From an optimization exercise on the open Yosys and OpenROAD flow, aimed at small area, a short achievable clock period and few clock cycles per item; shortcuts taken in it are not production practice.
At most, simulation tests tie the RTL to the original design; equivalence was not proved.

== west ==
==> flow/design.v (excerpt) <==
module PixelSolverMultiCore (
  input               io_cmd_valid,
  output              io_cmd_ready,
  input      [27:0]   io_cmd_payload_x,
  input      [27:0]   io_cmd_payload_y,
  output              io_rsp_valid,
  input               io_rsp_ready,
  output     [5:0]    io_rsp_payload_iteration,
  input               clk,
  input               reset
);
Settings: LEC_CHECK=0, CAP_MARGIN=20, CORE_MARGIN=2, CORE_UTILIZATION=60, CTS_BUF_LIST=sky130_fd_sc_hd__clkbuf_16, CTS_CLUSTER_DIAMETER=150, CTS_CLUSTER_SIZE=24, SETUP_SLACK_MARGIN=5, SLEW_MARGIN=20, SYNTH_HIERARCHICAL=1; clock period 10.0 ns.
standard.sh (not shown) runs the stock make flow with config.mk's settings and CLKGATE_MAP_FILE= SYNTH_SCRIPT=/design/flow/synth_recipe.tcl, a recipe that flattens the netlist after the stock synthesis.
==> flow/flow/run.sh <==
#!/bin/bash
set -euo pipefail
MARGIN=${MARGIN:-7}
sed "s/SETUP_SLACK_MARGIN=[0-9.]*/SETUP_SLACK_MARGIN=$MARGIN/" standard.sh > standard_margin.sh
bash standard_margin.sh > standard.log 2>&1
The final layout from west, which completed every stage, passed the timing, design-rule and antenna checks at the end of the flow.
diff inputs: west => north
--- a/flow/design.v
+++ b/flow/design.v
@@ -20,45 +20,45 @@
   reg  [13:0] r0_bn;         
   reg  [27:0] r0_xn;         
   reg         tk;          
   reg         wb_v;        
   reg  [2:0] wb_seq;      
   reg  [5:0]  wb_res;      
   reg  [5:0]  rob_d [0:7];
   reg  [7:0] rob_v;
   reg  [2:0] head, alloc;
   reg  [3:0] used;
   reg         o_v;
   reg  [5:0]  o_it;
-  reg         tk_o, o_vp;   
-  reg  [5:0]  o_itp;        
+  reg         tk_o;        
   assign io_cmd_ready = tk_o;
   wire        acc = tk & io_cmd_valid;
-  assign io_rsp_valid = o_vp;
-  assign io_rsp_payload_iteration = o_itp;
+  assign io_rsp_valid = o_v;
+  assign io_rsp_payload_iteration = o_it;
   wire [5:0]  itc = r0_it + 6'd1;
   wire        inx = (r0_x[27:22] == 6'd0) | (r0_x[27:22] == 6'h3f);
   wire        iny = (r0_y[27:22] == 6'd0) | (r0_y[27:22] == 6'h3f);
   wire [3:0]  qx = r0_x[21:18] ^ {4{r0_x[27]}};
   wire [3:0]  qy = r0_y[21:18] ^ {4{r0_y[27]}};
   wire        big = inx & iny & (qx[3] | qy[3] | (qx[2] & qy[2] & ((~qx[1] & qy[1] & qy[0]) | (qx[1] & ~qx[0] & qy[1]) | (qx[1] & qx[0]))));
   wire        zsmall = (r0_x[27:21] == {7{r0_x[21]}}) & (r0_y[27:21] == {7{r0_y[21]}});
   wire        cyc = (itc > 6'd4) & zsmall & r0_snap[44] & ({r0_x[21:0], r0_y[21:0]} == r0_snap[43:0]);
   wire [44:0] snape = (itc[1:0] == 0) ? {zsmall, r0_x[21:0], r0_y[21:0]} : r0_snap;
   wire        live = r0_act & ~r0_lesc;
   wire        fe0 = live & (big | cyc | (itc == 6'd62));    
   wire        f620 = ~big & ~cyc;                           
   wire        fl0 = r0_act & r0_lesc;                       
-  wire        ld = ~o_v | io_rsp_ready;
-  wire        pop = ld & rob_v[head];
+  wire        pop = o_v & io_rsp_ready;
+  wire [2:0] head_n = head + {2'd0, pop};
+  wire        byp = wr & (wr_seq == head_n);
   wire        wr = wb_v | fl0;
   wire [2:0] wr_seq = wb_v ? wb_seq : r0_seq;
   wire [5:0]  wr_res = wb_v ? wb_res : r0_it;
   wire pp1;
   wire pp2;
   wire pp3;
   wire pp4;
   wire pp5;
   wire pp6;
   wire pp7;
   wire pp8;
   wire pp9;
@@ -6359,49 +6359,46 @@
       r0_y <= {sum3487[27], sum3487[26], sum3487[25], sum3487[24], sum3487[23], sum3487[22], sum3487[21], sum3487[20], sum3487[19], sum3487[18], sum3487[17], sum3487[16], sum3487[15], sum3487[14], sum3487[13], sum3487[12], sum3487[11], sum3487[10], sum3487[9], sum3487[8], sum3487[7], sum3487[6], sum3487[5], sum3487[4], sum3487[3], sum3487[2], sum3487[1], q2_q1_r0_y0_0};
       {r0_bt, r0_bo} <= bn_l;
       r0_x0 <= p2_x0;
       r0_y0 <= p2_y0;
       r0_it <= it_l;
       r0_lesc <= esc_l;
       r0_seq <= p2_seq;
     end
     r0_snap <= p2_snap;
     wb_seq <= p2_seq;
     wb_res <= (bg_l | (f62_l & esc_l)) ? it_l : 6'd63;
     if (wr) rob_d[wr_seq] <= wr_res;
-    if (ld) o_it <= rob_d[head];
-    o_itp <= ld ? rob_d[head] : o_it;
+    o_it <= byp ? wr_res : rob_d[head_n];
     tk_o <= ~reset & free_n & room;
-    o_vp <= ~reset & (ld ? rob_v[head] : o_v);
+    o_v <= ~reset & (byp | rob_v[head_n]);
   end
   always @(posedge clk or posedge reset) begin
     if (reset) begin
       tk <= 1'b0;
       r0_act <= 1'b0;
       act <= 2'd0;
       wb_v <= 1'b0;
       rob_v <= 8'd0;
       head <= 3'd0;
       alloc <= 3'd0;
       used <= 4'd0;
-      o_v <= 1'b0;
     end else begin
       tk <= free_n & room;
       r0_act <= acc | cont_l;
       act <= {act[1:1], r0_act};
       wb_v <= act[2] & fe_l;
       if (acc) alloc <= alloc + 1'b1;
       used <= used + {3'd0, acc} - {3'd0, pop};
       if (pop) head <= head + 1'b1;
-      if (ld) o_v <= rob_v[head];
       rob_v <= (rob_v & ~({7'd0, pop} << head)) | ({7'd0, wr} << wr_seq);
     end
   end
 endmodule
 module MandelFA (input a, input b, input c, output s, output co);
   assign s = a ^ b ^ c;
   assign co = (a & b) | (a & c) | (b & c);
 endmodule
 module MandelHA (input a, input b, output s, output co);
   assign s = a ^ b;
   assign co = a & b;
 endmodule
[summary]
Going from west to north, final critical-path required period grows by 0.92 ns. On wire length of the first global-routing pass: north sits below west. On post-route worst hold slack, the lower figure sits with west, not north. [compare] base=west new=north: die area stayed essentially flat, final net count stayed essentially flat. From west to north the numbers moved as follows: worst setup slack fell by 0.92 ns; number of gates on the worst path with buffers counted rose by 3. Compare west and north | combined global-route utilization of all metal layers higher: west. Looking at top layer reached by signal wires, the met4 result is from west; the met5 one comes from north. On worst slack after detailed placement, the lower figure sits with west, not north.
Function was not checked in any run of this note: the RTL went through the layout flow alone.

---

main:
PixelSolverMultiCore, a different RTL version from the one above (not shown whole).
For scale: roughly 6100 cells after synthesis, about 1200 flip-flops, about 68 I/O pins, ~0.067 mm2 of cells after synthesis.
export LEC_CHECK = 0
export CAP_MARGIN = 20
export CORE_MARGIN = 2
export CORE_UTILIZATION = 60
export CTS_BUF_LIST = sky130_fd_sc_hd__clkbuf_16
export CTS_CLUSTER_DIAMETER = 150
export CTS_CLUSTER_SIZE = 24
export SETUP_SLACK_MARGIN = 5
export SLEW_MARGIN = 20
export SYNTH_HIERARCHICAL = 1
create_clock -name core_clock -period 10.0 [get_ports {clk}]
Scripts as last shown in full above: flow/flow/run.sh
Modified inputs, the feature branch compared to main
diff --git a/flow/design.v b/flow/design.v
--- a/flow/design.v
+++ b/flow/design.v
@@ -18,57 +18,41 @@
   reg  [2:1] act;        
   reg  [13:0] r0_bo, r0_bt;  
   reg  [13:0] r0_bn;         
   reg  [27:0] r0_xn;         
   reg         tk;          
   reg         wb_v;        
   reg  [2:0] wb_seq;      
   reg  [5:0]  wb_res;      
-  reg  [47:0] rob_d;    
+  reg  [5:0]  rob_d [0:7];
   reg  [7:0] rob_v;
   reg  [2:0] head, alloc;
   reg  [3:0] used;
   reg         o_v;
   reg  [5:0]  o_it;
-  reg         tk_o;        
-  assign io_cmd_ready = tk_o;
+  assign io_cmd_ready = tk;
   wire        acc = tk & io_cmd_valid;
   assign io_rsp_valid = o_v;
   assign io_rsp_payload_iteration = o_it;
   wire [5:0]  itc = r0_it + 6'd1;
   wire        inx = (r0_x[27:22] == 6'd0) | (r0_x[27:22] == 6'h3f);
   wire        iny = (r0_y[27:22] == 6'd0) | (r0_y[27:22] == 6'h3f);
   wire [3:0]  qx = r0_x[21:18] ^ {4{r0_x[27]}};
   wire [3:0]  qy = r0_y[21:18] ^ {4{r0_y[27]}};
   wire        big = inx & iny & (qx[3] | qy[3] | (qx[2] & qy[2] & ((~qx[1] & qy[1] & qy[0]) | (qx[1] & ~qx[0] & qy[1]) | (qx[1] & qx[0]))));
   wire        zsmall = (r0_x[27:21] == {7{r0_x[21]}}) & (r0_y[27:21] == {7{r0_y[21]}});
   wire        cyc = (itc > 6'd4) & zsmall & r0_snap[44] & ({r0_x[21:0], r0_y[21:0]} == r0_snap[43:0]);
   wire [44:0] snape = (itc[1:0] == 0) ? {zsmall, r0_x[21:0], r0_y[21:0]} : r0_snap;
   wire        live = r0_act & ~r0_lesc;
   wire        fe0 = live & (big | cyc | (itc == 6'd62));    
   wire        f620 = ~big & ~cyc;                           
   wire        fl0 = r0_act & r0_lesc;                       
-  wire        pop = o_v & io_rsp_ready;
-  wire [2:0] head_n = head + {2'd0, pop};
-  wire        byp = wr & (wr_seq == head_n);
-  reg  [5:0]  rob_rd;
-  always @(*) begin
-    case (head_n)
-      3'd0: rob_rd = rob_d[5:0];
-      3'd1: rob_rd = rob_d[11:6];
-      3'd2: rob_rd = rob_d[17:12];
-      3'd3: rob_rd = rob_d[23:18];
-      3'd4: rob_rd = rob_d[29:24];
-      3'd5: rob_rd = rob_d[35:30];
-      3'd6: rob_rd = rob_d[41:36];
-      3'd7: rob_rd = rob_d[47:42];
-      default: rob_rd = 6'd0;
-    endcase
-  end
+  wire        ld = ~o_v | io_rsp_ready;
+  wire        pop = ld & rob_v[head];
   wire        wr = wb_v | fl0;
   wire [2:0] wr_seq = wb_v ? wb_seq : r0_seq;
   wire [5:0]  wr_res = wb_v ? wb_res : r0_it;
   wire pp1;
   wire pp2;
   wire pp3;
   wire pp4;
   wire pp5;
@@ -6376,40 +6360,31 @@
       r0_y0 <= p2_y0;
       r0_it <= it_l;
       r0_lesc <= esc_l;
       r0_seq <= p2_seq;
     end
     r0_snap <= p2_snap;
     wb_seq <= p2_seq;
     wb_res <= (bg_l | (f62_l & esc_l)) ? it_l : 6'd63;
-    if (wr & (wr_seq == 3'd0)) rob_d[5:0] <= wr_res;
-    if (wr & (wr_seq == 3'd1)) rob_d[11:6] <= wr_res;
-    if (wr & (wr_seq == 3'd2)) rob_d[17:12] <= wr_res;
-    if (wr & (wr_seq == 3'd3)) rob_d[23:18] <= wr_res;
-    if (wr & (wr_seq == 3'd4)) rob_d[29:24] <= wr_res;
-    if (wr & (wr_seq == 3'd5)) rob_d[35:30] <= wr_res;
-    if (wr & (wr_seq == 3'd6)) rob_d[41:36] <= wr_res;
-    if (wr & (wr_seq == 3'd7)) rob_d[47:42] <= wr_res;
-    o_it <= byp ? wr_res : rob_rd;
-    tk_o <= ~reset & free_n & room;
-    o_v <= ~reset & (byp | rob_v[head_n]);
+    if (wr) rob_d[wr_seq] <= wr_res;
+    if (ld) o_it <= rob_d[head];
+    tk <= free_n & room;
+    o_v <= ~reset & (ld ? rob_v[head] : o_v);
   end
   always @(posedge clk or posedge reset) begin
     if (reset) begin
-      tk <= 1'b0;
       r0_act <= 1'b0;
       act <= 2'd0;
       wb_v <= 1'b0;
       rob_v <= 8'd0;
       head <= 3'd0;
       alloc <= 3'd0;
       used <= 4'd0;
     end else begin
-      tk <= free_n & room;
       r0_act <= acc | cont_l;
       act <= {act[1:1], r0_act};
       wb_v <= act[2] & fe_l;
       if (acc) alloc <= alloc + 1'b1;
       used <= used + {3'd0, acc} - {3'd0, pop};
       if (pop) head <= head + 1'b1;
       rob_v <= (rob_v & ~({7'd0, pop} << head)) | ({7'd0, wr} << wr_seq);
     end
==> summary.txt <==
- Any difference in y dimension of the die between main and the feature branch is small enough to ignore.
- When the final numbers for main and the feature branch were put side by side, the final design utilization turned out to be smaller in the feature branch.
- Startpoint of the worst setup timing path: o_it[3]$_DFFE_PN_ -> the feature branch, io_rsp_ready -> main
- The feature branch vs main: layout overhead on the synthesized area down
- Changes observed in the feature branch relative to main: number of clock-tree buffers in the layout has decreased, final area moved down, synthesized-area fraction occupied by and/or/nand/nor cells barely changed.
- Routed metal-1 wire length of the feature branch falls short of that of main by a few percent.
- Side by side, post-synthesis cell count turned out lower in the feature branch than in main.
- The feature branch: all stages complete, timing, DRC and antenna checks passed
Testbench counts of the feature branch, summed over its fixed seeds: cycles 255,610, pixels 8,192.
The RTL of main was laid out without a check of its function.

[afterwards: timing with drivers on the ports]
How much do the figures lean on ideal ports? The routed layouts below were timed once more, with nothing changed but the port constraints.
Step 1 sets driving cells, clkbuf_16 on the clock port and buf_2 on the other inputs (assumed; they add their load-dependent delay and slew).
Step 2 moves the port delays by t, midway between the first and last clock arrival at a register: inputs arrive t later, outputs are due t later. That takes back most of the time a late clock gives input paths.
Three values: ideal, step 1, step 2; two values: the first two.
run | t, ns | slack for setup (ns) | hold WS [ns] | worst setup path after step 2 | worst slew at a driven data input, ns
west | 0.766 | 6.801 / 6.727 / 6.416 | 0.314 / 0.314 / 0.314 | input to register | 0.08
north | 0.789 | 5.880 / 5.799 / 6.380 | 0.322 / 0.322 / 0.322 | input to register | 0.10
main | 0.784 | 6.698 / 6.726 / 5.955 | 0.328 / 0.328 / 0.328 | input to register | 0.08
the feature branch | 0.772 | 6.775 / 6.697 / 6.390 | 0.320 / 0.320 / 0.320 | input to register | 0.12
After both steps every run listed still meets setup and hold. For main, which loses most, drivers alone change the setup slack by +0.028 ns; drivers and shift together by -0.743 ns.
